This design comes from an exercise in tuning for small area on the open sky130 flow, not from production work.
The RTL was checked by simulation tests, not by an equivalence proof against the original design.
Power is estimated from default activity; no workload was simulated.

File: flow/config.mk
export PLATFORM = sky130hd
export DESIGN_NAME = parking
export DESIGN_NICKNAME = parking
export VERILOG_FILES = /design/flow/design.v
export SDC_FILE = /design/flow/constraint.sdc
export NUM_CORES = 4
export LEC_CHECK = 0
export ABC_AREA = 1
export CAP_MARGIN = 20
export CORE_MARGIN = 2
export CORE_UTILIZATION = 40
export CTS_BUF_LIST = sky130_fd_sc_hd__clkbuf_8
export CTS_CLUSTER_DIAMETER = 80
export CTS_CLUSTER_SIZE = 16
export SLEW_MARGIN = 20
File: flow/constraint.sdc
create_clock -name core_clock -period 20.0 [get_ports {clk}]
set_input_delay 4.0000 -clock core_clock [delete_from_list [all_inputs] [get_ports {clk}]]
set_output_delay 4.0000 -clock core_clock [all_outputs]
set_load 0.01 [all_outputs]
File: flow/design.v
`timescale 1ns / 1ps
module parking(
    input clk,
    input sw,
    input rst,
    input come, place, stop_car,
    output reg full_switch,
    output [15:0] stop_place_num_light,
    input leave,
    input [3:0] outplace_carnum,
    output reg count_down, empty_switch,
    output [6:0] money,
    output reg [6:0] stop_time,
    output [127:0] car_leave_light,
    input [3:0] keyboard_val,
    input pay,
    input empty, change,
    input [3:0] initial_money,
    input [2:0] per_money,
    input [3:0] place_number,
    output [119:0] information_light,
    output [55:0] pay_light,
    input time_end,
    output reg allpay
);
    function [7:0] seg_u;
        input [3:0] d;
        begin
            seg_u[0] = (d[2] & ~d[1] & ~d[0]) | (~d[3] & ~d[2] & ~d[1] & d[0]);
            seg_u[1] = (d[2] & ~d[1] & d[0]) | (d[2] & d[1] & ~d[0]);
            seg_u[2] = (~d[2] & d[1] & ~d[0]);
            seg_u[3] = (d[2] & ~d[1] & ~d[0]) | (d[2] & d[1] & d[0]) | (~d[3] & ~d[2] & ~d[1] & d[0]);
            seg_u[4] = (d[0]) | (d[2] & ~d[1]);
            seg_u[5] = (d[1] & d[0]) | (~d[2] & d[1]) | (~d[3] & ~d[2] & d[0]);
            seg_u[6] = (d[2] & d[1] & d[0]) | (~d[3] & ~d[2] & ~d[1]);
            seg_u[7] = 1'b1;
        end
    endfunction
    function [7:0] seg_t;
        input [3:0] d;
        begin
            seg_t[0] = (d[3] & d[1]) | (d[2] & ~d[1] & ~d[0]) | (~d[3] & ~d[2] & ~d[1] & d[0]);
            seg_t[1] = (d[3] & d[1]) | (d[3] & d[2]) | (d[2] & ~d[1] & d[0]) | (d[2] & d[1] & ~d[0]);
            seg_t[2] = ~((~d[2] & ~d[1]) | (~d[3] & d[0]) | (~d[3] & d[2]));
            seg_t[3] = (d[3] & d[1]) | (d[2] & ~d[1] & ~d[0]) | (d[2] & d[1] & d[0]) | (~d[3] & ~d[2] & ~d[1] & d[0]);
            seg_t[4] = (d[0]) | (d[2] & ~d[1]) | (d[3] & d[1]);
            seg_t[5] = (d[1] & d[0]) | (~d[2] & d[1]) | (d[3] & d[2]) | (~d[3] & ~d[2] & d[0]);
            seg_t[6] = (d[3] & d[1]) | (d[3] & d[2]) | (d[2] & d[1] & d[0]) | (~d[3] & ~d[2] & ~d[1]);
            seg_t[7] = 1'b1;
        end
    endfunction
    function [7:0] seg_10;
        input [3:0] d;
        begin
            seg_10[0] = (d[3] & d[1]) | (d[3] & d[2]) | (d[2] & ~d[1] & ~d[0]) | (~d[3] & ~d[2] & ~d[1] & d[0]);
            seg_10[1] = (d[3] & d[1]) | (d[3] & d[2]) | (d[2] & ~d[1] & d[0]) | (d[2] & d[1] & ~d[0]);
            seg_10[2] = ~((~d[2] & ~d[1]) | (~d[3] & d[0]) | (~d[3] & d[2]));
            seg_10[3] = (d[3] & d[1]) | (d[3] & d[2]) | (d[2] & ~d[1] & ~d[0]) | (d[2] & d[1] & d[0]) | (~d[3] & ~d[2] & ~d[1] & d[0]);
            seg_10[4] = (d[0]) | (d[2] & ~d[1]) | (d[3] & d[1]);
            seg_10[5] = (d[1] & d[0]) | (~d[2] & d[1]) | (d[3] & d[2]) | (~d[3] & ~d[2] & d[0]);
            seg_10[6] = (d[3] & d[1]) | (d[3] & d[2]) | (d[2] & d[1] & d[0]) | (~d[3] & ~d[2] & ~d[1]);
            seg_10[7] = 1'b1;
        end
    endfunction
    function [7:0] seg_8;
        input [2:0] d;
        begin
            seg_8[0] = (~d[2] & ~d[1] & d[0]) | (d[2] & ~d[1] & ~d[0]);
            seg_8[1] = (d[2] & ~d[1] & d[0]) | (d[2] & d[1] & ~d[0]);
            seg_8[2] = (~d[2] & d[1] & ~d[0]);
            seg_8[3] = (~d[2] & ~d[1] & d[0]) | (d[2] & ~d[1] & ~d[0]) | (d[2] & d[1] & d[0]);
            seg_8[4] = (d[0]) | (d[2] & ~d[1]);
            seg_8[5] = (d[1] & d[0]) | (~d[2] & d[0]) | (~d[2] & d[1]);
            seg_8[6] = (~d[2] & ~d[1]) | (d[2] & d[1] & d[0]);
            seg_8[7] = 1'b1;
        end
    endfunction
    function [7:0] seg_ra;
        input [3:0] d;
        begin
            seg_ra[0] = (~d[2] & ~d[1] & d[0]) | (d[2] & ~d[1] & ~d[0]);
            seg_ra[1] = (d[2] & ~d[1] & d[0]) | (d[2] & d[1] & ~d[0]);
            seg_ra[2] = (~d[2] & d[1] & ~d[0]);
            seg_ra[3] = (~d[2] & ~d[1] & d[0]) | (d[2] & ~d[1] & ~d[0]) | (~d[3] & d[2] & d[1] & d[0]);
            seg_ra[4] = (d[2] & ~d[1]) | (~d[3] & d[0]);
            seg_ra[5] = (~d[2] & d[0]) | (~d[2] & d[1]) | (~d[3] & d[1] & d[0]);
            seg_ra[6] = (~d[3] & ~d[2] & ~d[1]) | (~d[3] & d[2] & d[1] & d[0]);
            seg_ra[7] = ~((d[3] & d[0]));
        end
    endfunction
    function [7:0] seg_rb;
        input [3:0] d;
        begin
            seg_rb[0] = (~d[2] & ~d[1] & d[0]) | (d[2] & ~d[1] & ~d[0]);
            seg_rb[1] = (d[2] & ~d[1] & d[0]) | (d[2] & d[1] & ~d[0]);
            seg_rb[2] = (~d[2] & d[1] & ~d[0]);
            seg_rb[3] = (~d[2] & ~d[1] & d[0]) | (d[2] & ~d[1] & ~d[0]) | (d[2] & d[1] & d[0]);
            seg_rb[4] = (d[0]) | (d[2] & ~d[1]);
            seg_rb[5] = (d[1] & d[0]) | (~d[2] & d[0]) | (~d[2] & d[1]);
            seg_rb[6] = (d[2] & d[1] & d[0]) | (~d[3] & ~d[2] & ~d[1]);
            seg_rb[7] = (~d[3]);
        end
    endfunction
    function [3:0] add3;
        input [3:0] d;
        begin
            add3[0] = (d[3] & ~d[0]) | (d[2] & d[1] & ~d[0]) | (~d[3] & ~d[2] & d[0]);
            add3[1] = (d[1] & d[0]) | (~d[2] & d[1]) | (d[3] & ~d[0]);
            add3[2] = (d[3] & d[0]) | (d[2] & ~d[1] & ~d[0]);
            add3[3] = ~((~d[3] & ~d[2]) | (d[2] & ~d[1] & ~d[0]));
        end
    endfunction
    function [15:0] seg2;
        input [6:0] v;
        reg [3:0] a, b, c, d;
        begin
            a = add3({1'b0, v[6:4]});
            b = add3({a[2:0], v[3]});
            c = add3({b[2:0], v[2]});
            d = add3({c[2:0], v[1]});
            seg2 = {seg_t({a[3], b[3], c[3], d[3]}), seg_u({d[2:0], v[0]})};
        end
    endfunction
    reg [5:0] tb;
    wire tick = (tb == 6'd0);
    wire slot = (tb >= 6'd5) && (tb <= 6'd9);
    always @(posedge clk)
        if (rst || (tb[5] & tb[3] & tb[2])) tb <= 6'd0;
        else tb <= tb + 6'd1;
    reg [3:0] kv_q;
    reg t1;
    reg [7:0] haspay;
    wire key_a = keyboard_val == 4'hA;
    wire key_d = keyboard_val == 4'hD;
    wire allpay_n = key_d | (allpay & ~key_a);
    wire t1_n = t1 & ~key_a;
    wire add = pay & ~allpay_n & ~t1_n;
    wire hp_1 = haspay[0] ^ keyboard_val[0];
    wire hp_2 = haspay[0] & keyboard_val[0];
    wire hp_3 = haspay[1] ^ keyboard_val[0] ^ keyboard_val[1];
    wire hp_4 = (haspay[1] & keyboard_val[0]) | (haspay[1] & keyboard_val[1]) | (keyboard_val[0] & keyboard_val[1]);
    wire hp_5 = hp_2 ^ hp_3;
    wire hp_6 = hp_2 & hp_3;
    wire hp_7 = haspay[2] ^ keyboard_val[1] ^ keyboard_val[2];
    wire hp_8 = (haspay[2] & keyboard_val[1]) | (haspay[2] & keyboard_val[2]) | (keyboard_val[1] & keyboard_val[2]);
    wire hp_9 = hp_4 ^ hp_6 ^ hp_7;
    wire hp_10 = (hp_4 & hp_6) | (hp_4 & hp_7) | (hp_6 & hp_7);
    wire hp_11 = haspay[3] ^ keyboard_val[0] ^ keyboard_val[2];
    wire hp_12 = (haspay[3] & keyboard_val[0]) | (haspay[3] & keyboard_val[2]) | (keyboard_val[0] & keyboard_val[2]);
    wire hp_13 = keyboard_val[3] ^ hp_8 ^ hp_10;
    wire hp_14 = (keyboard_val[3] & hp_8) | (keyboard_val[3] & hp_10) | (hp_8 & hp_10);
    wire hp_15 = hp_11 ^ hp_13;
    wire hp_16 = hp_11 & hp_13;
    wire hp_17 = haspay[4] ^ keyboard_val[1] ^ keyboard_val[3];
    wire hp_18 = (haspay[4] & keyboard_val[1]) | (haspay[4] & keyboard_val[3]) | (keyboard_val[1] & keyboard_val[3]);
    wire hp_19 = hp_12 ^ hp_14 ^ hp_16;
    wire hp_20 = (hp_12 & hp_14) | (hp_12 & hp_16) | (hp_14 & hp_16);
    wire hp_21 = hp_17 ^ hp_19;
    wire hp_22 = hp_17 & hp_19;
    wire hp_23 = haspay[5] ^ keyboard_val[2] ^ hp_18;
    wire hp_24 = (haspay[5] & keyboard_val[2]) | (haspay[5] & hp_18) | (keyboard_val[2] & hp_18);
    wire hp_25 = hp_20 ^ hp_22 ^ hp_23;
    wire hp_26 = (hp_20 & hp_22) | (hp_20 & hp_23) | (hp_22 & hp_23);
    wire hp_27 = haspay[6] ^ keyboard_val[3] ^ hp_24;
    wire hp_28 = (haspay[6] & keyboard_val[3]) | (haspay[6] & hp_24) | (keyboard_val[3] & hp_24);
    wire hp_29 = hp_26 ^ hp_27;
    wire hp_30 = hp_26 & hp_27;
    wire hp_31 = haspay[7] ^ hp_28 ^ hp_30;
    wire hp_32 = (haspay[7] & hp_28) | (haspay[7] & hp_30) | (hp_28 & hp_30);
    wire [7:0] haspay_add = {hp_31, hp_29, hp_25, hp_21, hp_15, hp_9, hp_5, hp_1};
    always @(posedge clk) begin
        kv_q <= keyboard_val;
        if (rst) begin
            t1 <= 1'b0;
            haspay <= 8'd0;
            allpay <= 1'b0;
        end else if (keyboard_val != kv_q) begin
            allpay <= allpay_n;
            t1 <= t1_n | add;
            if (add) haspay <= haspay_add;
        end
    end
    reg [7:0] occA, occB;           
    reg [2:0] empty_place;
    reg [3:0] initial_mon, place_num;
    reg [2:0] per;
    reg sp_v, sp_row;
    reg [2:0] sp_idx;
    reg cl_v;
    reg [6:0] m_leave, m_pay;
    reg m_sel;                       
    reg [3:0] restA_c;               
    reg [3:0] restB_c;               
    reg [1:0] pl_mode;               
    reg pay_off;
    assign money = m_sel ? m_pay : m_leave;
    wire ctl = sw & ~stop_car;
    wire idle = ctl & ~come & ~leave;
    wire do_empty = idle & empty;
    wire do_info = idle & ~change;
    wire do_come = ctl & come & ~leave;
    wire do_park = sw & come & ~full_switch & ~leave & stop_car & slot;
    wire lv = ctl & ~come & ~full_switch & leave;
    wire do_leave = lv & ~allpay;
    wire do_pay = lv & allpay & ~time_end;
    reg [6:0] cpA [0:7];
    reg [6:0] cpB [0:7];
    wire [6:0] a0 = cpA[0];
    wire [6:0] a0p;
    assign a0p[0] = ~a0[0];
    genvar g, h;
    generate
        for (h = 1; h < 7; h = h + 1) begin : inc_a0
            assign a0p[h] = a0[h] ^ (&a0[h-1:0]);
        end
        for (g = 0; g < 8; g = g + 1) begin : ctr
            wire [6:0] qa = cpA[g];
            wire [6:0] qb = cpB[g];
            wire ena = tick & occA[g] & ~(qa[6] & qa[5] & qa[1] & qa[0]);
            wire [7:0] ca;
            assign ca[0] = ena;
            for (h = 0; h < 7; h = h + 1) begin : ch
                assign ca[h+1] = ena & (&qa[h:0]);
            end
            always @(posedge clk) cpA[g] <= ~({7{rst}} | (qa ~^ ca[6:0]));
            if (g == 0) begin : b0
                wire enb = tick & occB[0] & ~(qb[6] & qb[5] & (qb[2] | (qb[1] & qb[0])));
                always @(posedge clk) cpB[g] <= rst ? 7'd0 : enb ? a0p : qb;
            end else begin : bn
                wire enb = tick & occB[g] & ~(qb[6] & qb[5] & qb[1] & qb[0]);
                wire [7:0] cb;
                assign cb[0] = enb;
                for (h = 0; h < 7; h = h + 1) begin : ch
                    assign cb[h+1] = enb & (&qb[h:0]);
                end
                always @(posedge clk) cpB[g] <= ~({7{rst}} | (qb ~^ cb[6:0]));
            end
        end
    endgenerate
    wire [7:0] occA_i = do_empty ? 8'd0 : occA;
    wire [7:0] occB_i = do_empty ? 8'd0 : occB;
    wire [7:0] cmask = (place_number >= 4'd8) ? 8'hFF : ~(8'hFF << place_number[2:0]);
    wire [7:0] freeA = ~occA_i & cmask;
    wire [7:0] freeB = ~occB_i & cmask;
    wire pcA_1 = freeA[0] ^ freeA[1] ^ freeA[2];
    wire pcA_2 = (freeA[0] & freeA[1]) | (freeA[0] & freeA[2]) | (freeA[1] & freeA[2]);
    wire pcA_3 = freeA[3] ^ freeA[4] ^ freeA[5];
    wire pcA_4 = (freeA[3] & freeA[4]) | (freeA[3] & freeA[5]) | (freeA[4] & freeA[5]);
    wire pcA_5 = freeA[6] ^ freeA[7] ^ pcA_1;
    wire pcA_6 = (freeA[6] & freeA[7]) | (freeA[6] & pcA_1) | (freeA[7] & pcA_1);
    wire pcA_7 = pcA_3 ^ pcA_5;
    wire pcA_8 = pcA_3 & pcA_5;
    wire pcA_9 = pcA_2 ^ pcA_4 ^ pcA_6;
    wire pcA_10 = (pcA_2 & pcA_4) | (pcA_2 & pcA_6) | (pcA_4 & pcA_6);
    wire pcA_11 = pcA_8 ^ pcA_9;
    wire pcA_12 = pcA_8 & pcA_9;
    wire pcA_13 = pcA_10 ^ pcA_12;
    wire pcA_14 = pcA_10 & pcA_12;
    wire [3:0] restA = {pcA_14, pcA_13, pcA_11, pcA_7};
    wire pcB_1 = freeB[0] ^ freeB[1] ^ freeB[2];
    wire pcB_2 = (freeB[0] & freeB[1]) | (freeB[0] & freeB[2]) | (freeB[1] & freeB[2]);
    wire pcB_3 = freeB[3] ^ freeB[4] ^ freeB[5];
    wire pcB_4 = (freeB[3] & freeB[4]) | (freeB[3] & freeB[5]) | (freeB[4] & freeB[5]);
    wire pcB_5 = freeB[6] ^ freeB[7] ^ pcB_1;
    wire pcB_6 = (freeB[6] & freeB[7]) | (freeB[6] & pcB_1) | (freeB[7] & pcB_1);
    wire pcB_7 = pcB_3 ^ pcB_5;
    wire pcB_8 = pcB_3 & pcB_5;
    wire pcB_9 = pcB_2 ^ pcB_4 ^ pcB_6;
    wire pcB_10 = (pcB_2 & pcB_4) | (pcB_2 & pcB_6) | (pcB_4 & pcB_6);
    wire pcB_11 = pcB_8 ^ pcB_9;
    wire pcB_12 = pcB_8 & pcB_9;
    wire pcB_13 = pcB_10 ^ pcB_12;
    wire pcB_14 = pcB_10 & pcB_12;
    wire [3:0] restB = {pcB_14, pcB_13, pcB_11, pcB_7};
    wire [7:0] occR = place ? occA : occB;
    reg [2:0] ff;
    always @* begin
        casez (occR)
            8'b???????0: ff = 3'd0;
            8'b??????01: ff = 3'd1;
            8'b?????011: ff = 3'd2;
            8'b????0111: ff = 3'd3;
            8'b???01111: ff = 3'd4;
            8'b??011111: ff = 3'd5;
            8'b?0111111: ff = 3'd6;
            default:     ff = 3'd7;
        endcase
    end
    wire rfull = &occR;
    wire [2:0] ep_n = rfull ? empty_place : ff;
    wire [2:0] ox = outplace_carnum[2:0];
    wire ovalid = ~outplace_carnum[3];
    wire [7:0] occL = place ? occA : occB;
    wire occ_l = occL[ox];
    wire [6:0] cp_l = place ? cpA[ox] : cpB[ox];
    wire [3:0] units = (cp_l > 7'd10) ? 4'd10 : cp_l[3:0];
    wire fe_1 = initial_mon[0] ^ (per[0] & units[0]);
    wire fe_2 = initial_mon[0] & (per[0] & units[0]);
    wire fe_3 = initial_mon[1] ^ (per[0] & units[1]) ^ (per[1] & units[0]);
    wire fe_4 = (initial_mon[1] & (per[0] & units[1])) | (initial_mon[1] & (per[1] & units[0])) | ((per[0] & units[1]) & (per[1] & units[0]));
    wire fe_5 = fe_2 ^ fe_3;
    wire fe_6 = fe_2 & fe_3;
    wire fe_7 = initial_mon[2] ^ (per[0] & units[2]) ^ (per[1] & units[1]);
    wire fe_8 = (initial_mon[2] & (per[0] & units[2])) | (initial_mon[2] & (per[1] & units[1])) | ((per[0] & units[2]) & (per[1] & units[1]));
    wire fe_9 = (per[2] & units[0]) ^ fe_4 ^ fe_6;
    wire fe_10 = ((per[2] & units[0]) & fe_4) | ((per[2] & units[0]) & fe_6) | (fe_4 & fe_6);
    wire fe_11 = fe_7 ^ fe_9;
    wire fe_12 = fe_7 & fe_9;
    wire fe_13 = initial_mon[3] ^ (per[0] & units[3]) ^ (per[1] & units[2]);
    wire fe_14 = (initial_mon[3] & (per[0] & units[3])) | (initial_mon[3] & (per[1] & units[2])) | ((per[0] & units[3]) & (per[1] & units[2]));
    wire fe_15 = (per[2] & units[1]) ^ fe_8 ^ fe_10;
    wire fe_16 = ((per[2] & units[1]) & fe_8) | ((per[2] & units[1]) & fe_10) | (fe_8 & fe_10);
    wire fe_17 = fe_12 ^ fe_13 ^ fe_15;
    wire fe_18 = (fe_12 & fe_13) | (fe_12 & fe_15) | (fe_13 & fe_15);
    wire fe_19 = (per[1] & units[3]) ^ (per[2] & units[2]) ^ fe_14;
    wire fe_20 = ((per[1] & units[3]) & (per[2] & units[2])) | ((per[1] & units[3]) & fe_14) | ((per[2] & units[2]) & fe_14);
    wire fe_21 = fe_16 ^ fe_18 ^ fe_19;
    wire fe_22 = (fe_16 & fe_18) | (fe_16 & fe_19) | (fe_18 & fe_19);
    wire fe_23 = (per[2] & units[3]) ^ fe_20 ^ fe_22;
    wire fe_24 = ((per[2] & units[3]) & fe_20) | ((per[2] & units[3]) & fe_22) | (fe_20 & fe_22);
    wire [6:0] fee = {fe_24, fe_23, fe_21, fe_17, fe_11, fe_5, fe_1};
    wire taken = ovalid & occ_l;
    wire [6:0] money_lv = taken ? fee : money;
    wire df_1 = haspay[0] ^ ~money[0] ^ 1'b1;
    wire df_2 = (haspay[0] & ~money[0]) | (haspay[0] & 1'b1) | (~money[0] & 1'b1);
    wire df_3 = haspay[1] ^ ~money[1] ^ df_2;
    wire df_4 = (haspay[1] & ~money[1]) | (haspay[1] & df_2) | (~money[1] & df_2);
    wire df_5 = haspay[2] ^ ~money[2] ^ df_4;
    wire df_6 = (haspay[2] & ~money[2]) | (haspay[2] & df_4) | (~money[2] & df_4);
    wire df_7 = haspay[3] ^ ~money[3] ^ df_6;
    wire df_8 = (haspay[3] & ~money[3]) | (haspay[3] & df_6) | (~money[3] & df_6);
    wire df_9 = haspay[4] ^ ~money[4] ^ df_8;
    wire df_10 = (haspay[4] & ~money[4]) | (haspay[4] & df_8) | (~money[4] & df_8);
    wire df_11 = haspay[5] ^ ~money[5] ^ df_10;
    wire df_12 = (haspay[5] & ~money[5]) | (haspay[5] & df_10) | (~money[5] & df_10);
    wire df_13 = haspay[6] ^ ~money[6] ^ df_12;
    wire df_14 = (haspay[6] & ~money[6]) | (haspay[6] & df_12) | (~money[6] & df_12);
    wire df_15 = haspay[7] ^ 1'b1 ^ df_14;
    wire df_16 = (haspay[7] & 1'b1) | (haspay[7] & df_14) | (1'b1 & df_14);
    wire df_17 = 1'b1 ^ df_16;
    wire df_18 = 1'b1 & df_16;
    wire [8:0] dd = {df_17, df_15, df_13, df_11, df_9, df_7, df_5, df_3, df_1};
    wire [7:0] diff = dd[7:0];
    wire short = ~dd[8] & (|dd[7:0]);
    wire do_settle = do_pay & ~pay_off;
    wire pay_set = do_settle & ~short & ovalid;
    wire occ_set = do_park | pay_set;
    wire [2:0] set_idx = do_park ? empty_place : ox;
    wire [15:0] set_oh = {8'd0, occ_set} << {place, set_idx};
    always @(posedge clk) begin
        if (rst || do_empty) {occA, occB} <= 16'd0;
        else {occA, occB} <= {occA, occB} | set_oh;
    end
    integer k;
    always @(posedge clk) begin
        if (rst) begin
            full_switch <= 1'b0;
            initial_mon <= 4'd9;
            place_num <= 4'd8;
            per <= 3'd5;
            empty_place <= 3'd0;
            count_down <= 1'b0;
            empty_switch <= 1'b0;
            stop_time <= 7'd0;
            sp_v <= 1'b0;
            sp_row <= 1'b0;
            sp_idx <= 3'd0;
            cl_v <= 1'b0;
            m_leave <= 7'd0;
            m_pay <= 7'd0;
            m_sel <= 1'b0;
            restA_c <= 4'd15;
            restB_c <= 4'd8;
            pl_mode <= 2'd0;
            pay_off <= 1'b0;
        end else begin
            if (do_info) begin
                initial_mon <= initial_money;
                place_num <= place_number;
                per <= per_money;
                restA_c <= (restB == 4'd8) ? 4'd8 : restA;
                if (restB != 4'd8) restB_c <= restB;
            end
            if (do_come) begin
                empty_place <= ep_n;
                full_switch <= rfull | ({1'b0, ep_n} >= place_num);
            end
            if (do_park) begin
                sp_v <= 1'b1;
                sp_row <= place;
                sp_idx <= empty_place;
            end
            if (do_leave) begin
                empty_switch <= ovalid & ~occ_l;
                if (taken) stop_time <= cp_l;
                m_leave <= money_lv;
                m_sel <= 1'b0;
                count_down <= ~count_down;
                pay_off <= 1'b0;
                cl_v <= 1'b1;
            end
            if (do_pay) begin
                if (pay_off) pl_mode <= 2'd1;
                else begin
                    m_pay <= diff[6:0];
                    m_sel <= 1'b1;
                    if (short) begin
                        pl_mode <= 2'd2;
                        count_down <= ~count_down;
                    end else begin
                        pl_mode <= 2'd3;
                        pay_off <= 1'b1;
                    end
                end
            end
        end
    end
    assign stop_place_num_light = sp_v ? {sp_row ? 8'b10001000 : 8'b10000011, seg_8(sp_idx)} : 16'd0;
    assign car_leave_light = cl_v ? {32'b10000111_11110000_11001000_10000110, 8'b11111111, seg2(stop_time),
                                     8'b01111111, 40'b11001000_10100011_10101011_10000110_10010001, 8'b11111111,
                                     seg2(m_leave)} : 128'd0;
    wire info_v = restA_c != 4'd15;
    assign information_light = {info_v ? 8'b10001000 : 8'd0, seg_ra(restA_c), {8{info_v}},
                                info_v ? 8'b10000011 : 8'd0, seg_rb(restB_c), {8{info_v}},
                                info_v ? 16'b10110110_10000111 : 16'd0, info_v ? seg_10(initial_mon) : 8'd0,
                                {8{info_v}}, info_v ? 16'b10000110_10001000 : 16'd0, info_v ? seg_8(per) : 8'd0};
    assign pay_light = (pl_mode == 2'd0) ? 56'd0 :
                       (pl_mode == 2'd1) ? 56'b10000111_11110000_11001000_10000110_10000110_10101011_10100001 :
                       {pl_mode[0] ? 40'b10000011_10001000_11000110_10001010_11111111
                                   : 40'b10101011_10000110_10000110_10100001_11111111, seg2(m_pay)};
endmodule
File: flow/flow/run.sh
#!/bin/bash
# The standard layout with two changes:
#  - synthesis maps the logic with flow/abc_area.script instead of ORFS's ABC script (same
#    synthesis otherwise, so the registers are the standard synthesis's);
#  - the port buffers are the smallest buffer cell;
#  - the constant outputs share the tie cell synthesis gives them (no repair_tie_fanout).
set -euo pipefail
work=$PWD
# ORFS's synth.tcl, with abc given our script
sed 's|^source \$::env(SCRIPTS_DIR)/synth_preamble.tcl$|&\nset abc_args [lreplace $abc_args 1 1 '"$work"'/flow/abc_area.script]|' \
    "$FLOW_HOME/scripts/synth.tcl" > "$work/synth_abc.tcl"
grep -q "flow/abc_area.script" "$work/synth_abc.tcl"
# The standard flow's synthesis script, sourcing that copy
sed 's|\$::env(SCRIPTS_DIR)/synth.tcl|'"$work"'/synth_abc.tcl|' synth_recipe.tcl > "$work/synth_recipe_abc.tcl"
grep -q "synth_abc.tcl" "$work/synth_recipe_abc.tcl"
sed 's|synth_recipe.tcl|synth_recipe_abc.tcl|' standard.sh > standard_abc.sh
grep -q "synth_recipe_abc.tcl" standard_abc.sh
bash standard_abc.sh BUFFER_PORTS_ARGS="-buffer_cell sky130_fd_sc_hd__buf_1" SKIP_REPAIR_TIE_FANOUT=1 > standard.log 2>&1
File: flow/flow/abc_area.script
strash; &get -n; &deepsyn -T 20; &put; strash; &get -n; &dch -f; &nf -R 1000; &put; topo; stime -c
File: flow/standard.sh
#!/bin/bash
# synth_recipe.tcl (not shown) runs the flow's synth.tcl, then flattens the netlist and writes it again
# the make line also repeats each setting of config.mk as NAME=value (left out here)
make -C /OpenROAD-flow-scripts/flow DESIGN_CONFIG=/design/flow/config.mk WORK_HOME=/design/flow/orfs CLKGATE_MAP_FILE= SYNTH_SCRIPT=/design/flow/synth_recipe.tcl "${@:-finish}"
==> results of run 1 <==
-- power by group through the flow --
stage	combinational, mW	sequential, mW	clock [mW]
floorplan	0.124	0.430	0
global placement	0.137	0.431	0
detailed placement	0.138	0.432	0
CTS	0.139	0.422	0.226
global route	0.158	0.424	0.241
finish	0.137	0.422	0.219
-- worst min-delay path, delay by kind of cell (launching register included) --
family,cells,cell delay (ns)
compound gates,1,0.05
flops,1,0.34
simple gates,1,0.05
-- kinds of logic (layout without fill, tap and decap cells) --
family | count (synthesis) | after routing | synth area share, %
AND/OR/NAND/NOR | 528 | 528 | 19.55
AO/OA/AOI/OAI | 386 | 386 | 20.36
buffers and inverters | 314 | 380 | 15.76
flip-flops | 204 | 204 | 31.35
adder cells (fa/ha/maj) | 76 | 76 | 9.183
XOR/XNOR | 34 | 34 | 2.286
multiplexers | 18 | 18 | 1.479
other | 1 | 1 | 0.02879
-- state kept, by name, indices dropped and copies added (netlist names), 2 cells and up --
signal	flops
tb	6
restB_c	4
haspay	8
initial_mon	4
m_leave	7
occA	8
m_pay	7
kv_q	4
empty_place	3
cpA	56
occB	8
sp_idx	3
pl_mode	2
restA_c	4
place_num	4
cpB	56
per	3
stop_time	7
-- final timing paths --
kind                      startpoint      endpoint  slack [ns]  depth (start not counted)
setup / recovery  outplace_carnum[2]    m_leave[5]       10.03                         24
hold / removal          empty_switch  empty_switch        0.46                          2
setup reg to reg           cpB[4][5]    m_leave[5]       14.40                         20
hold reg to reg         empty_switch  empty_switch        0.46                          2
-- area by class of cell --
| class | count | area, sq um | share of cell area [%] |
|---|---|---|---|
| clock buffer | 18 | 247.7 | 1.878 |
| clock inverter | 2 | 7.507 | 0.05690 |
| inverter | 79 | 296.5 | 2.248 |
| multi-input combinational | 1043 | 6900 | 52.30 |
| sequential | 204 | 4085 | 30.96 |
| tap | 442 | 553.0 | 4.192 |
| timing repair buffer | 281 | 1104 | 8.364 |
-- cells in the final DEF (no fill, tap or decap), types with 19 or more instances in the layout --
master	n
buf_1	268
dfxtp_1	203
nand2_1	143
nor2_1	137
a21oi_1	111
clkinv_1	79
nor3_1	57
o21ai_0	53
a22o_1	46
and3_1	43
ha_1	42
nor2b_1	40
fa_1	33
and2_0	28
xnor2_1	28
o21bai_1	21
nand2b_1	20
o21a_1	19
-- cell usage after synthesis (7+ instances only) --
cell / n / area [sq um]
a21oi_1: 111 / 555.5
a21o_1: 10 / 75.07
a221o_1: 11 / 110.1
a221oi_1: 7 / 61.31
or3_1: 7 / 43.79
ha_1: 42 / 525.5
nand3_1: 12 / 60.06
o21a_1: 19 / 142.6
o21ai_0: 53 / 265.3
nand2_1: 143 / 536.8
a222oi_1: 14 / 140.1
a41oi_1: 14 / 122.6
dfxtp_1: 204 / 4084
fa_1: 33 / 660.6
a211oi_1: 9 / 67.56
nand2b_1: 20 / 125.1
o22ai_1: 9 / 56.30
o31ai_1: 10 / 75.07
nor2b_1: 40 / 250.2
clkinv_1: 79 / 296.5
a22o_1: 46 / 402.9
nor3_1: 58 / 290.3
nor2_1: 137 / 514.2
nand4_1: 7 / 43.79
and2_0: 28 / 175.2
buf_4: 233 / 1749
mux2i_1: 8 / 80.08
o21bai_1: 21 / 157.7
nand3b_1: 7 / 52.55
and3_1: 43 / 269.0
a31oi_1: 11 / 68.82
nor3b_1: 7 / 52.55
mux2_1: 10 / 112.6
xnor2_1: 28 / 245.2
or2_0: 9 / 56.30
-- per-layer routing --
metal	vias up	track usage, %	wire length [um]
li1	5430	-	-
met1	5204	28.46	16560
met2	358	35.71	17270
met3	50	3.576	2473
met4	0	6.944	1193
met5	-	0	0
-- metrics by stage --
stage / setup slack, ns / std cells / hold slack [ns]
final: 10.03 / 2069 / 0.4611
after global routing: 9.553 / 2069 / 0.4825
after CTS: 10.04 / 2068 / 0.4671
after detailed placement: 9.500 / 2048 / 0.4445
after global placement: 9.473 / 2048 / 0.4393
after floorplan: 10.64 / 1561 / 0.4307
==> flow_summary.ini, run 1 <==
[setup_path]
crit_family = adder cells
crit_path_start_kind = input port
cp_slowest_cell = nor3_2
crit_required_ns = 20.41
crit_arrival_ns = 10.38
cp_max_fo = 12
crit_type = in2reg
critical_path.cell_chain = buf_1 > clkinv_1 > nor3_2 > a22o_1 > a21oi_1 > and3_1 > a31oi_1 > or3_1 > or2_0 > o31ai_1 > nand2b_1 > nand2_1 > fa_1 > clkinv_1 > ha_1 > fa_1 > clkinv_1 > fa_1 > fa_1 > fa_1 > clkinv_1 > fa_1 > and2_0 > a221o_1
cpMostUsedCell = fa_1
critPathMaxStageDelay_ns = 0.87
crit_buf_inv = 5
worst_setup_path_end_kind = flop

[place]
place_area_sq_um = 12930
place.detailed.hpwl_mm = 29.88
port_buffers = 269
gp_congestion = 0.8995

[timing]
hold_violations = 0
max_freq_ghz = 0.1003
setup_violations = 0
finalSetupTns_ns = 0
tightestPinTransition_ns = 1.037
rsz0062_at_grt = no
fin_crit_sh_pct = 49.84
finalCriticalPeriod_ns = 9.969
slew_headroom_pct = 30.61
fin_skew_ns = 0.03196
drv_slew = 0

[clock_network]
path_clk_slew_ns = 0.11
clock_latency_ns = 0.54
cts_resized = 0
clock-sinks = 204
max-clock-path-buffers = 3
cts_tree = done
numCtsBuffers = 16
h-tree-depth = 1
post_cts_buffers = 0
clock-root-buffer = clkbuf_8
cts_hold_buf = 0

[global_routing]
antenna_found_initial = 0
grt_overflow = 0
grt_max_degree = 99
grt_pass1_wl_mm = 56.70
grt_pass1_vias = 9807
track_usage_pct = 21.52

[logic_synthesis]
ys.flop_type = dfxtp_1
yosysWarnings = 3
syn_inst = 1561
ys_seq_area_share_pct = 31.35
syn_avg_cell_area_sq_um = 8.345
async_flop_share_pct = 0
synth_edf_count = 0
synthesis.area_sq_um = 13030
ys_ff_latch = 204
syn_nets = 1666
synth.distinct_cells = 62

[final_layout]
antenna_cells = 0
area_growth_pct = 1.287
fin_util_pct = 40.86
fillerInstances = 3361
final_layout_size_suffix_gt1_share_pct = 2.090
design_area_sq_um = 13190
final_nets = 1730

[routing]
via_per_inst = 5.337
first_iter_violations = 895
routed_wl_mm = 37.49
first_pass_iters = 5
drc = 0
antenna_left = 0
vias = 11040
wl_per_cell_um = 18.12

[power]
seqPwrFrac_pct = 54.3
swShare_pct = 30.35
pwr-share-comb_pct = 17.6
pwr-share-clk_pct = 28.2
p_leak_nw = 5.045
power.switching_mw = 0.2362
p_int_mw = 0.5421
power_density_nw_per_um2 = 58.99
p_total_mw = 0.7783
vdd_drop_max_uv = 31.17

[floorplan]
ios = 368
dieArea_sq_um = 34030
dieWidth_um = 184.5
rows = 66
start_util_pct = 40.34
fp.coreArea_sq_um = 32290
fp.dieH_um = 184.5

[job]
maxCapViolCount = 0

[worst_hold_path]
hold_path.class = reg2reg

[run_status]
status = finished clean
==> inputs of run 2 (changes only) <==
==> flow/flow/abc_area.script (replaced) <==
strash; &get -n; &deepsyn -J 50; &put; strash; &get -n; &dch -f; &nf -R 1000; &put; topo; stime -c
==> flow_summary.ini, run 2 <==
[global_routing]
grt_max_degree = 99
antenna_found_initial = 0
track_usage_pct = 21.52
grt_pass1_wl_mm = 56.70
grt_overflow = 0
grt_pass1_vias = 9807

[place]
port_buffers = 269
gp_congestion = 0.8995
place.detailed.hpwl_mm = 29.88

[logic_synthesis]
netlist_top_cells_count = buf_4 (233), dfxtp_1 (204), nand2_1 (143)
yosysTopAreaCell = dfxtp_1
ys.flop_type = dfxtp_1
synth-xor-area-share_pct = 2.286
synth-compound-area-share_pct = 20.36
ys_ff_latch = 204
synth.area.top_cells = dfxtp_1 (31%), buf_4 (13%), fa_1 (5.1%)
syn_inst = 1561
ys_seq_area_share_pct = 31.35
synth_mux_area_share_pct = 1.479
synth_edf_count = 0
synth_most_common_cell = buf_4
syn_nets = 1666
synth_top_area_share_pct = 31.35
syn_avg_cell_area_sq_um = 8.345
synthSimpleGateAreaFrac_pct = 19.55
synthesis.area_sq_um = 13030
yosysWarnings = 3
synth_top_family_by_area = compound AO/OA/AOI/OAI gates
async_flop_share_pct = 0
synth_adder_area_share_pct = 9.183
synth.distinct_cells = 62

[clock_network]
clock-root-buffer = clkbuf_8
h-tree-depth = 1
cts_hold_buf = 0
cts_tree = done
numCtsBuffers = 16
clock_latency_ns = 0.54
post_cts_buffers = 0
max-clock-path-buffers = 3
path_clk_slew_ns = 0.11
cts_resized = 0
clock-sinks = 204

[final_layout]
top_regs = cpA x56, cpB x56
final_cell_mix = buf_1 (268), dfxtp_1 (203), nand2_1 (143)
final_layout_size_suffix_gt1_share_pct = 2.090
final_nets = 1730
final_common_cell = buf_1
antenna_cells = 0
area_growth_pct = 1.287

[job]
maxCapViolCount = 0

[setup_path]
r2r_cells = 20
worst_setup_path_end_kind = flop
worstReg2RegStart = cpB[4][5]
rr_endpoint = m_leave[5]
crit_type = in2reg
r2r_setup_slack_ns = 14.40
cp_max_fo = 12
crit_arrival_ns = 10.38
crit_required_ns = 20.41
crit_path_start_kind = input port

[timing]
drv_slew = 0
finalSetupTns_ns = 0
hold_violations = 0
setup_violations = 0
slew_headroom_pct = 30.61
fin_crit_sh_pct = 49.84
fin_skew_ns = 0.03196
finalCriticalPeriod_ns = 9.969
rsz0062_at_grt = no
tightestPinTransition_ns = 1.037
max_freq_ghz = 0.1003

[routing]
wl_per_cell_um = 18.12
first_iter_violations = 895
drc = 0
via_per_inst = 5.337
routed_wl_mm = 37.49
first_pass_iters = 5
antenna_left = 0
vias = 11040

[power]
p_total_mw = 0.7783
vdd_drop_max_uv = 31.17
power_density_nw_per_um2 = 58.99
p_leak_nw = 5.045

[floorplan]
fp.coreArea_sq_um = 32290
fp.dieH_um = 184.5
start_util_pct = 40.34
ios = 368
dieArea_sq_um = 34030
rows = 66
dieWidth_um = 184.5

[worst_hold_path]
holdPathEnd = empty_switch
hold_start = empty_switch
hold_depth = 2
hold_path.class = reg2reg

[run_status]
status = finished clean
[run 2: cell counts after synthesis]
Identical to the previous run, type by type.
[run 2: through the flow]
stage                     worst slack, ns  cells  cell area [sq um]  util (%)  hold WS (ns)
final                               10.03   2069              13190     40.86        0.4611
after global routing                9.553   2069              13190     40.86        0.4825
after global placement              9.473   2048              12930     40.05        0.4393
after CTS                           10.04   2068              13190     40.84        0.4671
after detailed placement            9.500   2048              12930     40.05        0.4445
after floorplan                     10.64   1561              13030         -        0.4307
[run 2: metal layers]
| layer | part of all wire [%] | global-route usage, % | vias to the layer above |
|---|---|---|---|
| li1 | - | - | 5430 |
| met1 | 44 | 28.46 | 5204 |
| met2 | 46 | 35.71 | 358 |
| met3 | 6.6 | 3.576 | 50 |
| met4 | 3.2 | 6.944 | 0 |
| met5 | 0 | 0 | - |
[run 2: worst max-delay path, stage by stage]
cell and delay [ns]:
buf_1 0.35, clkinv_1 0.31, nor3_2 0.87, a22o_1 0.27, a21oi_1 0.05, and3_1 0.20, a31oi_1 0.23, or3_1 0.17
or2_0 0.24, o31ai_1 0.17, nand2b_1 0.16, nand2_1 0.09, fa_1 0.54, clkinv_1 0.06, ha_1 0.18, fa_1 0.36
clkinv_1 0.07, fa_1 0.41, fa_1 0.40, fa_1 0.40, clkinv_1 0.06, fa_1 0.39, and2_0 0.13, a221o_1 0.25
[run 2: cells by family (layout without fill, tap and decap cells)]
kind of cell,count (synthesis),in the layout
simple gates,528,528
compound gates,386,386
buf+inv,314,380
flops,204,204
fa+ha+maj,76,76
xor+xnor,34,34
mux,18,18
other cells,1,1
[run 2: how the worst max path moves through the flow]
stage | from | end | slack [ns]
after floorplan | outplace_carnum[2] | m_leave[5] | 10.64
after global placement | outplace_carnum[2] | m_leave[5] | 9.47
after detailed placement | outplace_carnum[2] | m_leave[5] | 9.50
after CTS | outplace_carnum[2] | m_leave[5] | 10.04
after global routing | outplace_carnum[2] | m_leave[5] | 9.55
final | outplace_carnum[2] | m_leave[5] | 10.03
[run 2: where the power goes]
part           leakage (nW)  internal (mW)  switching [mW]
Clock                 0.140         0.0813           0.138
Sequential             1.65          0.414         0.00854
Combinational          3.26         0.0471          0.0897
Total                  5.04          0.542           0.236
[run 2: cell type report]
cell class,instances,area [sq um]
multi-input combinational,1043,6900
inverter,79,296.5
fill,3361,19090
timing repair buffer,281,1104
clock inverter,2,7.507
clock buffer,18,247.7
sequential,204,4085
tap,442,553.0
==> inputs of run 3 (changes only) <==
--- a/flow/design.v
+++ b/flow/design.v
@@ -125,7 +125,7 @@
     wire tick = (tb == 6'd0);
     wire slot = (tb >= 6'd5) && (tb <= 6'd9);
     always @(posedge clk)
-        if (rst || (tb[5] & tb[3] & tb[2])) tb <= 6'd0;
+        if (rst || tb == 6'd44) tb <= 6'd0;
         else tb <= tb + 6'd1;
     reg [3:0] kv_q;
     reg t1;
@@ -133,7 +133,7 @@
     wire key_a = keyboard_val == 4'hA;
     wire key_d = keyboard_val == 4'hD;
     wire allpay_n = key_d | (allpay & ~key_a);
-    wire t1_n = t1 & ~key_a;
+    wire t1_n = t1 & ~key_a & ~key_d;
     wire add = pay & ~allpay_n & ~t1_n;
     wire hp_1 = haspay[0] ^ keyboard_val[0];
     wire hp_2 = haspay[0] & keyboard_val[0];
==> flow_summary.ini, run 3 <==
[logic_synthesis]
synth.area.top_cells = dfxtp_1 (32%), buf_4 (14%), fa_1 (5.1%)
syn_nets = 1662
netlist_top_cells_count = buf_4 (233), dfxtp_1 (204), nand2_1 (159)
synth_top_area_share_pct = 31.72
synthesis.area_sq_um = 12870
yosysWarnings = 3
synth_edf_count = 0
ys_seq_area_share_pct = 31.72
synth_most_common_cell = buf_4
ys_ff_latch = 204
async_flop_share_pct = 0
syn_avg_cell_area_sq_um = 8.264
syn_inst = 1558
synth.distinct_cells = 56
yosysTopAreaCell = dfxtp_1
ys.flop_type = dfxtp_1

[power]
p_total_mw = 0.7600
p_leak_nw = 4.967
power_density_nw_per_um2 = 58.58
vdd_drop_max_uv = 50.70

[floorplan]
fp.dieH_um = 183.4
ios = 368
fp.coreArea_sq_um = 31640
rows = 65
dieWidth_um = 183.4
start_util_pct = 40.70
dieArea_sq_um = 33640

[setup_path]
crit_required_ns = 20.40
critPathMaxStageDelay_ns = 0.85
crit_buf_inv = 5
cp_slowest_cell = nor2_1
crit_path_start_kind = input port
crit_type = in2reg
cpMostUsedCell = fa_1
cp_max_fo = 14
critical_path.cell_chain = buf_1 > clkinv_1 > nor2_1 > a222oi_1 > nand4_1 > o21ai_0 > a31oi_1 > nor2_1 > o21ai_0 > or2_0 > nand2_1 > fa_1 > clkinv_1 > ha_1 > fa_1 > clkinv_1 > fa_1 > fa_1 > fa_1 > clkinv_1 > fa_1 > a221o_1
crit_family = adder cells
crit_arrival_ns = 9.89
worst_setup_path_end_kind = flop

[place]
dp_slack_ns = 9.921
gp_congestion = 0.9232
place.detailed.hpwl_mm = 27.19
port_buffers = 269

[global_routing]
track_usage_pct = 20.09
antenna_found_initial = 0
grt_max_degree = 99
grt_pass1_wl_mm = 54.11
grt_pass1_vias = 9874
grt_overflow = 0

[timing]
hold_violations = 0
fin_skew_ns = 0.03060
slew_headroom_pct = 29.26
setup_violations = 0
max_freq_ghz = 0.1053
fin_crit_sh_pct = 47.47
tightestPinTransition_ns = 1.057
rsz0062_at_grt = no
drv_slew = 0
finalCriticalPeriod_ns = 9.495
fin_ws_ns = 10.51
finalSetupTns_ns = 0

[job]
maxCapViolCount = 0

[routing]
vias = 10970
wl_per_cell_um = 17.18
antenna_left = 0
first_iter_violations = 974
routed_wl_mm = 34.76
drc = 0
via_per_inst = 5.420
first_pass_iters = 6

[clock_network]
h-tree-depth = 1
numCtsBuffers = 16
path_clk_slew_ns = 0.10
clock-root-buffer = clkbuf_8
cts_tree = done
cts_hold_buf = 0
max-clock-path-buffers = 3
clock-sinks = 204
post_cts_buffers = 0
cts_resized = 0
clock_latency_ns = 0.52

[final_layout]
final_nets = 1724
final_cell_mix = buf_1 (268), dfxtp_1 (203), nand2_1 (159)
antenna_cells = 0
seq_area_sq_um = 4085
top_regs = cpA x56, cpB x56
final_layout_size_suffix_gt1_share_pct = 2.036
area_growth_pct = 0.7771
final_common_cell = buf_1
multi_input_area_sq_um = 6755
fillerInstances = 3195

[run_status]
status = finished clean

[worst_hold_path]
hold_path.class = reg2reg
run 3: cell types whose count changed in the layout (fill, tap and decap cells not counted), sizes merged, moves of 5 or more:
cell	previous run	this run
o21ai	53	74
clkinv	79	74
a211oi	9	4
nand4	7	12
nand2	143	159
nand2b	20	25
a22o	46	27
o21bai	21	5
a222oi	14	21
nand3	12	25
run 3: logic make-up after synthesis:
logic type      synth area share, %
fa+ha+maj                     9.116
buf+inv                       15.83
compound gates                18.78
flops                         31.72
xor+xnor                      2.245
simple gates                  20.79
other cells                 0.02913
mux                           1.497
run 3: cell type report:
type                       instances  area share [%]
clock buffer                      19           2.015
inverter                          75           2.170
multi-input combinational       1044           52.06
sequential                       204           31.49
tap                              402           3.877
timing repair buffer             279           8.390
run 3: per-layer routing:
metal	up-vias	global-route usage [%]	routed length (um)
met5	-	0	0
met4	0	5.376	776
met3	49	2.105	1738
met2	372	34.38	16660
met1	5150	26.96	15580
li1	5394	-	-
run 3: worst paths after layout:
path,startpoint,endpoint,slack (ns),cells after the start
setup / recovery,outplace_carnum[2],m_leave[5],10.51,22
hold / removal,restB_c[3],restB_c[3],0.47,2
setup reg to reg,m_sel,occA[5],14.85,19
hold reg to reg,restB_c[3],restB_c[3],0.47,2
run 3: power breakdown:
group | switching [mW] | leakage, nW | internal (mW)
combinational | 0.0820 | 3.18 | 0.0430
sequential | 0.00621 | 1.65 | 0.412
clock | 0.132 | 0.137 | 0.0848
run 3: stage by stage:
stage	util [%]	hold slack, ns	std cells	instance area [sq um]
after detailed placement	40.18	0.4454	2004	12710
after CTS	41.00	0.4702	2023	12970
after global placement	40.18	0.4445	2004	12710
after floorplan	-	0.4329	1558	12870
final	41.01	0.4652	2023	12970
after global routing	41.01	0.4923	2023	12970
run 3: worst register-to-register path, stage by stage (launching register included):
cell	delay [ns]
dfxtp_1	0.54
mux2_1	0.45
ha_1	0.24
fa_1	0.38
fa_1	0.37
clkinv_1	0.07
fa_1	0.19
fa_1	0.18
clkinv_1	0.07
fa_1	0.39
fa_1	0.40
ha_1	0.28
and4_1	0.20
a41o_1	0.24
and2_0	0.19
nand2b_1	0.18
o22ai_1	0.16
a21oi_1	0.21
nand2_1	0.15
o21ai_0	0.18
==> inputs of run 4 (changes only) <==
--- a/flow/design.v
+++ b/flow/design.v
@@ -133,7 +133,7 @@
     wire key_a = keyboard_val == 4'hA;
     wire key_d = keyboard_val == 4'hD;
     wire allpay_n = key_d | (allpay & ~key_a);
-    wire t1_n = t1 & ~key_a & ~key_d;
+    wire t1_n = t1 & ~key_a;    
     wire add = pay & ~allpay_n & ~t1_n;
     wire hp_1 = haspay[0] ^ keyboard_val[0];
     wire hp_2 = haspay[0] & keyboard_val[0];
==> flow_summary.ini, run 4 <==
[routing]
first_iter_violations = 952
vias = 10950
routed_wl_mm = 34.69
drc = 0
first_pass_iters = 5
antenna_left = 0
wl_per_cell_um = 17.25
via_per_inst = 5.447

[final_layout]
area_growth_pct = 1.240
seq_area_sq_um = 4085
fin_util_pct = 41.11
fillerInstances = 3247
final_layout_size_suffix_gt1_share_pct = 2.300
final_common_cell = buf_1
top_regs = cpA x56, cpB x56
final_cell_mix = buf_1 (268), dfxtp_1 (203), nand2_1 (158)
multi_input_area_sq_um = 6666
antenna_cells = 0
final_nets = 1710

[clock_network]
post_cts_buffers = 0
h-tree-depth = 1
clock-sinks = 204
clock_latency_ns = 0.53
max-clock-path-buffers = 3
path_clk_slew_ns = 0.10
numCtsBuffers = 17
cts_resized = 0
cts_tree = done
clock-root-buffer = clkbuf_8
cts_hold_buf = 0

[timing]
tightestPinTransition_ns = 0.9674
finalCriticalPeriod_ns = 9.443
max_freq_ghz = 0.1059
setup_violations = 0
slew_headroom_pct = 35.51
fin_skew_ns = 0.02291
holdWs_ns = 0.4710
hold_violations = 0
drv_slew = 0
rsz0062_at_grt = no
fin_crit_sh_pct = 47.21
finalSetupTns_ns = 0

[place]
gp_congestion = 0.9284
port_buffers = 269
place.detailed.hpwl_mm = 26.98

[setup_path]
cp_max_fo = 15
worstReg2RegStart = cpB[6][6]
cp_slowest_cell = fa_1
critPathMaxStageDelay_ns = 0.51
cpMostUsedCell = fa_1
worst_setup_path_end_kind = flop
crit_type = in2reg
rr_endpoint = m_leave[5]
r2r_setup_slack_ns = 14.61
crit_path_start_kind = input port
crit_arrival_ns = 9.87
crit_required_ns = 20.43
critical_path.cell_chain = buf_1 > clkinv_1 > and3_1 > a22o_1 > a221oi_1 > and3_1 > a31oi_1 > or3_1 > o31ai_1 > nand3_1 > fa_1 > clkinv_1 > ha_1 > fa_1 > clkinv_1 > fa_1 > fa_1 > fa_1 > clkinv_1 > fa_1 > a32o_1 > a21o_1
r2r_cells = 19

[power]
power_density_nw_per_um2 = 60.01
p_leak_nw = 4.953
vdd_drop_max_uv = 54.81

[logic_synthesis]
yosysWarnings = 3
synth_most_common_cell = buf_4
async_flop_share_pct = 0
synth_top_area_share_pct = 31.87
synthesis.area_sq_um = 12810
synth_edf_count = 0
ys_ff_latch = 204
synth.area.top_cells = dfxtp_1 (32%), buf_4 (14%), fa_1 (5.2%)
ys.flop_type = dfxtp_1
syn_avg_cell_area_sq_um = 8.310
netlist_top_cells_count = buf_4 (233), dfxtp_1 (204), nand2_1 (158)
syn_inst = 1542
synth.distinct_cells = 59
yosysTopAreaCell = dfxtp_1
ys_seq_area_share_pct = 31.87
syn_nets = 1646

[floorplan]
start_util_pct = 40.61
rows = 65
dieWidth_um = 183.0
fp.coreArea_sq_um = 31560
fp.dieH_um = 183.0
ios = 368
dieArea_sq_um = 33490

[global_routing]
grt_pass1_vias = 9846
track_usage_pct = 20.05
grt_max_degree = 99
antenna_found_initial = 0
grt_overflow = 0
grt_pass1_wl_mm = 54.12

[job]
maxCapViolCount = 0

[run_status]
status = finished clean

[worst_hold_path]
hold_depth = 2
hold_start = t1
hold_path.class = reg2reg
holdPathEnd = t1
==> run 4: cell count changes after synthesis, sizes merged, moves of 10 or more <==
| cell | before | now |
|---|---|---|
| nor2b | 39 | 27 |
| nor2 | 135 | 124 |
| clkinv | 75 | 85 |
| o21a | 23 | 4 |
| nor3 | 56 | 36 |
| a22o | 27 | 52 |
==> run 4: worst max-delay path by stage <==
| stage | startpoint | end | slack [ns] | cells after the start |
|---|---|---|---|---|
| 3_5_place_dp | outplace_carnum[0] | m_leave[5] | 9.87 | 23 |
| 3_3_place_gp | outplace_carnum[1] | m_leave[5] | 9.72 | 23 |
| 4_1_cts | outplace_carnum[0] | m_leave[5] | 10.43 | 23 |
| 5_1_grt | outplace_carnum[0] | m_leave[5] | 10.19 | 23 |
| 2_1_floorplan | outplace_carnum[1] | m_leave[5] | 10.42 | 23 |
| 6_report | outplace_carnum[1] | m_leave[5] | 10.56 | 22 |
==> run 4: kinds of logic after synthesis <==
family	count (synthesis)	synth area share, %
AND/OR/NAND/NOR	498	18.54
AO/OA/AOI/OAI	398	20.76
buffers and inverters	320	16.20
flip-flops	204	31.87
adder cells (fa/ha/maj)	74	9.158
XOR/XNOR	31	2.119
multiplexers	16	1.328
other	1	0.02926
==> run 4: routing by layer <==
layer | vias up | global-route usage (%) | share of wire (%)
li1 | 5366 | - | -
met1 | 5208 | 27.37 | 44
met2 | 331 | 33.65 | 47
met3 | 48 | 2.621 | 6.3
met4 | 0 | 4.896 | 2.3
met5 | - | 0 | 0
==> run 4: where the power goes <==
group / leakage [nW] / total (mW) / internal (mW) / switching (mW)
clock: 0.155 / 0.239 / 0.0969 / 0.142
combinational: 3.15 / 0.122 / 0.0419 / 0.0802
sequential: 1.65 / 0.418 / 0.412 / 0.00566
total: 4.95 / 0.779 / 0.551 / 0.228
==> run 4: critical path: cells and delay by family <==
kind                       cells  cell delay [ns]
and+or+nand+nor                4             1.18
buffers and inverters          5             0.65
adders and majority gates      7             2.68
AOI/OAI and AO/OA              6             1.35
==> run 4: layout make-up <==
class                   instances  share of cell area (%)
well taps                     402                   3.877
inverters                      85                   2.459
multi-input cells            1018                   51.38
repair buffers                280                   8.429
clock buffers                  18                   1.910
clock inverters                 4                  0.4533
flip-flops and latches        204                   31.49
==> run 4: through the flow <==
stage               instance area, sq um  instances  power (mW)  worst slack (ns)
detailed placement                 12660       1988      0.5495             9.872
global route                       12970       2011      0.8186             10.19
global placement                   12650       1988      0.5470             9.721
finish                             12970       2011      0.7786             10.56
CTS                                12970       2010      0.7857             10.43
floorplan                          12810       1542      0.5406             10.42

## re-timing with driven ports
How much do the figures lean on ideal ports? The routed layouts below were timed once more, with nothing changed but the port constraints.
Step 1 (the two cells are an assumption about what drives the block):
set clk [get_ports {clk}]
set_driving_cell -lib_cell sky130_fd_sc_hd__clkbuf_16 $clk
set_driving_cell -lib_cell sky130_fd_sc_hd__buf_2 [delete_from_list [all_inputs] $clk]
Step 2, shift: input delay + t, output delay - t, t = (earliest + latest rising clock arrival at the registers) / 2. This alone moves slack from input paths to output paths.
Slacks: ideal ports / drivers / drivers and shift; pairs: ideal ports / drivers.
run	shift t [ns]	setup slack, ns	worst setup path at the end
run 1	0.568	10.031 / 10.006 / 9.439	input to register
run 2	0.568	10.031 / 10.006 / 9.439	input to register
run 3	0.549	10.505 / 10.493 / 9.943	input to register
run 4	0.567	10.557 / 10.536 / 9.969	input to register
After both steps every run listed still meets setup and hold.
